From an optimization exercise on the open Yosys and OpenROAD flow, aimed at small area and a short achievable clock period; shortcuts taken in it are not production practice.
Power and IR drop assume default switching activity.

## Viterbi_Decoder
module Viterbi_Decoder(
    input [1:0] encoded_signal,
    input clk,
    input reset,
    output wire decoded_signal
);
  reg        t, tp;
  reg [2:0]  e, f;
  reg [3:0]  dr;        
  reg [35:0] re;        
  reg [3:0]  cnt;       
  reg        dec;
  wire [12:0] X;
  assign X[0] = (t & f[2]) | (~t & ~e[2] & ~f[2]) | (t & e[2]) | (~t & ~e[2] & f[0]) | (~e[1] & ~e[0] & ~f[2]);
  assign X[1] = (f[2] & ~f[1]) | (~e[2] & f[2] & ~f[0]) | (~t & f[2] & ~f[0]) | (t & ~e[2] & e[0] & f[2]);
  assign X[2] = (t & e[2]) | (~t & ~e[2] & e[0] & ~f[2]) | (~t & ~e[2] & e[1]) | (t & f[2] & ~f[0]);
  assign X[3] = (f[2] & ~f[1]) | (~e[2] & f[2] & ~f[0]) | (t & f[2] & ~f[0]) | (~t & ~e[2] & e[0] & f[2]);
  assign X[4] = (t & f[2]) | (~t & ~f[2] & f[0]) | (~t & ~f[2] & f[1]);
  assign X[5] = (~e[2] & ~e[1]) | (e[2] & e[1] & e[0]) | (t & e[2]) | (~t & ~e[2]);
  assign X[6] = (t & e[2] & ~e[1]) | (~t & ~e[2] & e[1] & e[0]);
  ...
clock: 10.0 ns
lec_check: 0
cap_margin: 20
core_margin: 2
core_utilization: 40
slew_margin: 20
standard.sh (not shown) runs the stock make flow with config.mk's settings and CLKGATE_MAP_FILE= SYNTH_SCRIPT=/design/flow/synth_recipe.tcl, a recipe that flattens the netlist after the stock synthesis.
==> flow/flow/run.sh <==
#!/bin/bash
# The standard layout (the standard.sh, unchanged synthesis), with two
# optimisation knobs: port buffers of a normal buffer cell instead of the
# delay cell buffer_ports picks by default, and a setup margin so that the
# resizer's repair works towards a shorter period than the 10 ns constraint.
# The constraints (constraint.sdc) are not changed.
set -euo pipefail
bash standard.sh \
  "BUFFER_PORTS_ARGS=-buffer_cell sky130_fd_sc_hd__buf_2" \
  SETUP_SLACK_MARGIN=${MARGIN:-7.5} \
  finish > make_finish.log 2>&1
Rerun with:
--- a/flow/flow/run.sh
+++ b/flow/flow/run.sh
@@ -8,4 +8,4 @@
 bash standard.sh \
   "BUFFER_PORTS_ARGS=-buffer_cell sky130_fd_sc_hd__buf_2" \
-  SETUP_SLACK_MARGIN=${MARGIN:-7.5} \
+  SETUP_SLACK_MARGIN=${MARGIN:-8.0} \
   finish > make_finish.log 2>&1
Result:
- critical path depth is unchanged
- cell count went up by 1.3%
- final area went up by 5.9%
- hold slack barely changes
- register-to-register slack gets worse by 0.04 ns
Rerun with:
--- a/flow/flow/run.sh
+++ b/flow/flow/run.sh
@@ -8,4 +8,4 @@
 bash standard.sh \
   "BUFFER_PORTS_ARGS=-buffer_cell sky130_fd_sc_hd__buf_2" \
-  SETUP_SLACK_MARGIN=${MARGIN:-8.0} \
+  SETUP_SLACK_MARGIN=${MARGIN:-7.0} \
   finish > make_finish.log 2>&1
After rerunning: Count of clock-buffer cells in the layout is unchanged; via count falls by a few percent; final area falls by roughly a tenth; wire length falls by a little under a tenth; global-route usage falls by 0.78 points; final cell count falls by a few percent; synthesized area is unchanged; critical path depth stays the same; combinational power falls by roughly a tenth.
Function was not checked in any run of this note: the RTL went through the layout flow alone.

job 101:
Another version of the RTL of Viterbi_Decoder (not shown whole).
Size in the first run: roughly 250 cells after synthesis, ~52 flip-flops, ~5 I/O pins, roughly 0.0024 mm^2 of cells after synthesis.
Design Viterbi_Decoder, start of the top module:
module Viterbi_Decoder(
    input [1:0] encoded_signal,
    input clk,
    input reset,
    output wire decoded_signal
);
  reg        t, tp;
  reg [2:0]  e, f;
  reg [2:0]  dr;        
  reg [35:0] re;        
  reg [3:0]  cnt;       
  reg        dec;
  wire [12:0] X, Y;
  vd_tables tables (.t(t), .e(e), .f(f), .X(X), .Y(Y));
  wire d0 = dr[0];
  wire d1 = dr[1];
  wire g10 = ~d1 & tp;
  wire g11 = d1 & ~tp;
  wire g12 = ~(g10 | g11);
  wire g20 = ~dr[2] & (tp | ~t);
  wire g21 = dr[2] & ~(tp & t);
  wire g22 = ~(g20 | g21);
  wire [35:0] ren;
  genvar k;
  generate
    for (k = 0; k < 12; k = k + 1) begin : st
      vd_col col (.s(re[3*k +: 3]), .d0(d0), .g10(g10), .g11(g11), .g12(g12),
                  .g20(g20), .g21(g21), .g22(g22), .n(ren[3*k +: 3]));
    end
  endgenerate
  wire [2:0] s13 = ren[35:33];
  wire o00, o11, o10, o01;
  vd_out outs (.s(s13), .i00(X[3:2]), .i11(X[1:0]), .i10(Y[3:2]), .i01(Y[1:0]),
               .o00(o00), .o11(o11), .o10(o10), .o01(o01));
  wire c0 = encoded_signal[0];
  wire c1 = encoded_signal[1];
  wire [2:0] en, fn, dn;
  wire       decn;
  vd_sel sel (.c0(c0), .c1(c1), .reset(reset), .v14(cnt[3:1] == 3'b111), .X(X), .Y(Y),
              .o00(o00), .o11(o11), .o10(o10), .o01(o01), .en(en), .fn(fn), .dn(dn), .decn(decn));
  always @(posedge clk) begin
    if (reset) begin
      t   <= 1'b0;
      e   <= 3'b101;    
      f   <= 3'b000;    
      cnt <= 4'd0;
    end else begin
      t   <= c0 ^ c1;
      e   <= en;
      f   <= fn;
      if (cnt != 4'd15) cnt <= cnt + 4'd1;
    end
    tp  <= t;
    dr  <= dn;
    re  <= {ren[32:0], dr};
    dec <= decn;
  end
  assign decoded_signal = dec;
endmodule
==> flow/config.mk <==
export PLATFORM = sky130hd
export DESIGN_NAME = Viterbi_Decoder
export DESIGN_NICKNAME = Viterbi_Decoder
export VERILOG_FILES = /design/flow/design.v
export SDC_FILE = /design/flow/constraint.sdc
export NUM_CORES = 4
export LEC_CHECK = 0
export CAP_MARGIN = 20
export CORE_MARGIN = 2
export CORE_UTILIZATION = 40
export SLEW_MARGIN = 20
export SYNTH_HIERARCHICAL = 1
export SYNTH_MINIMUM_KEEP_SIZE = 0
==> flow/constraint.sdc <==
create_clock -name core_clock -period 10.0 [get_ports {clk}]
set_input_delay 2.0000 -clock core_clock [delete_from_list [all_inputs] [get_ports {clk}]]
set_output_delay 2.0000 -clock core_clock [all_outputs]
set_load 0.01 [all_outputs]
==> flow/flow/run.sh <==
#!/bin/bash
# The standard layout (the standard.sh, unchanged synthesis), with two
# optimisation knobs: port buffers of a normal buffer cell instead of the
# delay cell buffer_ports picks by default, and a setup margin so that the
# resizer's repair works towards a shorter period than the 10 ns constraint.
# The constraints (constraint.sdc) are not changed.
set -euo pipefail
bash standard.sh \
  "BUFFER_PORTS_ARGS=-buffer_cell sky130_fd_sc_hd__buf_2" \
  SETUP_SLACK_MARGIN=${MARGIN:-7.0} \
  ABC_LOAD_IN_FF=1 \
  finish > make_finish.log 2>&1
Input changes introduced in job 102 (baseline for comparison: job 101):
- CTS_CLUSTER_SIZE newly set to 64
- CTS_CLUSTER_DIAMETER newly set to 200
==> summary.txt <==
Between job 101 and job 102, the difference in met1 usage in global routing is negligible.
Between job 102 and job 101, the portion of total power attributed to combinational logic figures differ only marginally.
Job 102 -> job 101: post-detailed-route wirelength per cell flat
Job 101 -> job 102: area of the core delta 0, exact match
Reported for job 101 and job 102, storage element area turned out identical to the last digit.
As far as number of synthesized register bits goes, job 102 and job 101 are indistinguishable; the numbers are identical.
Switching power total: job 101 vs job 102 identical
| core utilization | job 102 vs job 101 | ≈ equal |
Post-synthesis share of cell area spent on full adders, half adders and majority gates: job 101 vs job 102 identical
Count of endpoints failing setup in the final report: job 101 vs job 102 identical
Re proportion of synthesized flip-flops having asynchronous set or reset: no difference whatsoever between job 102 and job 101.
No run of this note included a check of the RTL's function; only the layout flow was run.

-- separate check: timing with driven ports --
The flow's constraints put no driver on any port. The routed layouts listed below were extracted and timed again, unchanged, in two steps.
Step 1 sets driving cells, clkbuf_16 on the clock port and buf_2 on the other inputs (assumed; they add their load-dependent delay and slew).
Step 2 moves the port delays by t, midway between the first and last clock arrival at a register: inputs arrive t later, outputs are due t later. That takes back most of the time a late clock gives input paths.
Three values: ideal ports, drivers, drivers and shift; two values: the first two.
run | shift t [ns] | slack for setup (ns) | latest minus earliest clock arrival (ns) | worst register clock-pin slew, ns
the first run of note 1 | 0.328 | 7.040 / 7.030 / 6.702 | 0.009 / 0.010 | 0.10 / 0.10
the second run of note 1 | 0.330 | 7.061 / 7.002 / 6.672 | 0.006 / 0.006 | 0.10 / 0.10
the third run of note 1 | 0.328 | 6.990 / 6.972 / 6.644 | 0.008 / 0.008 | 0.10 / 0.10
job 101 | 0.316 | 7.150 / 7.153 / 6.837 | 0.006 / 0.006 | 0.09 / 0.09
job 102 | 0.316 | 7.150 / 7.153 / 6.837 | 0.006 / 0.006 | 0.09 / 0.09
After both steps every run listed still meets setup and hold. For the second run of note 1, which loses most, drivers alone change the setup slack by -0.059 ns; drivers and shift together by -0.389 ns.
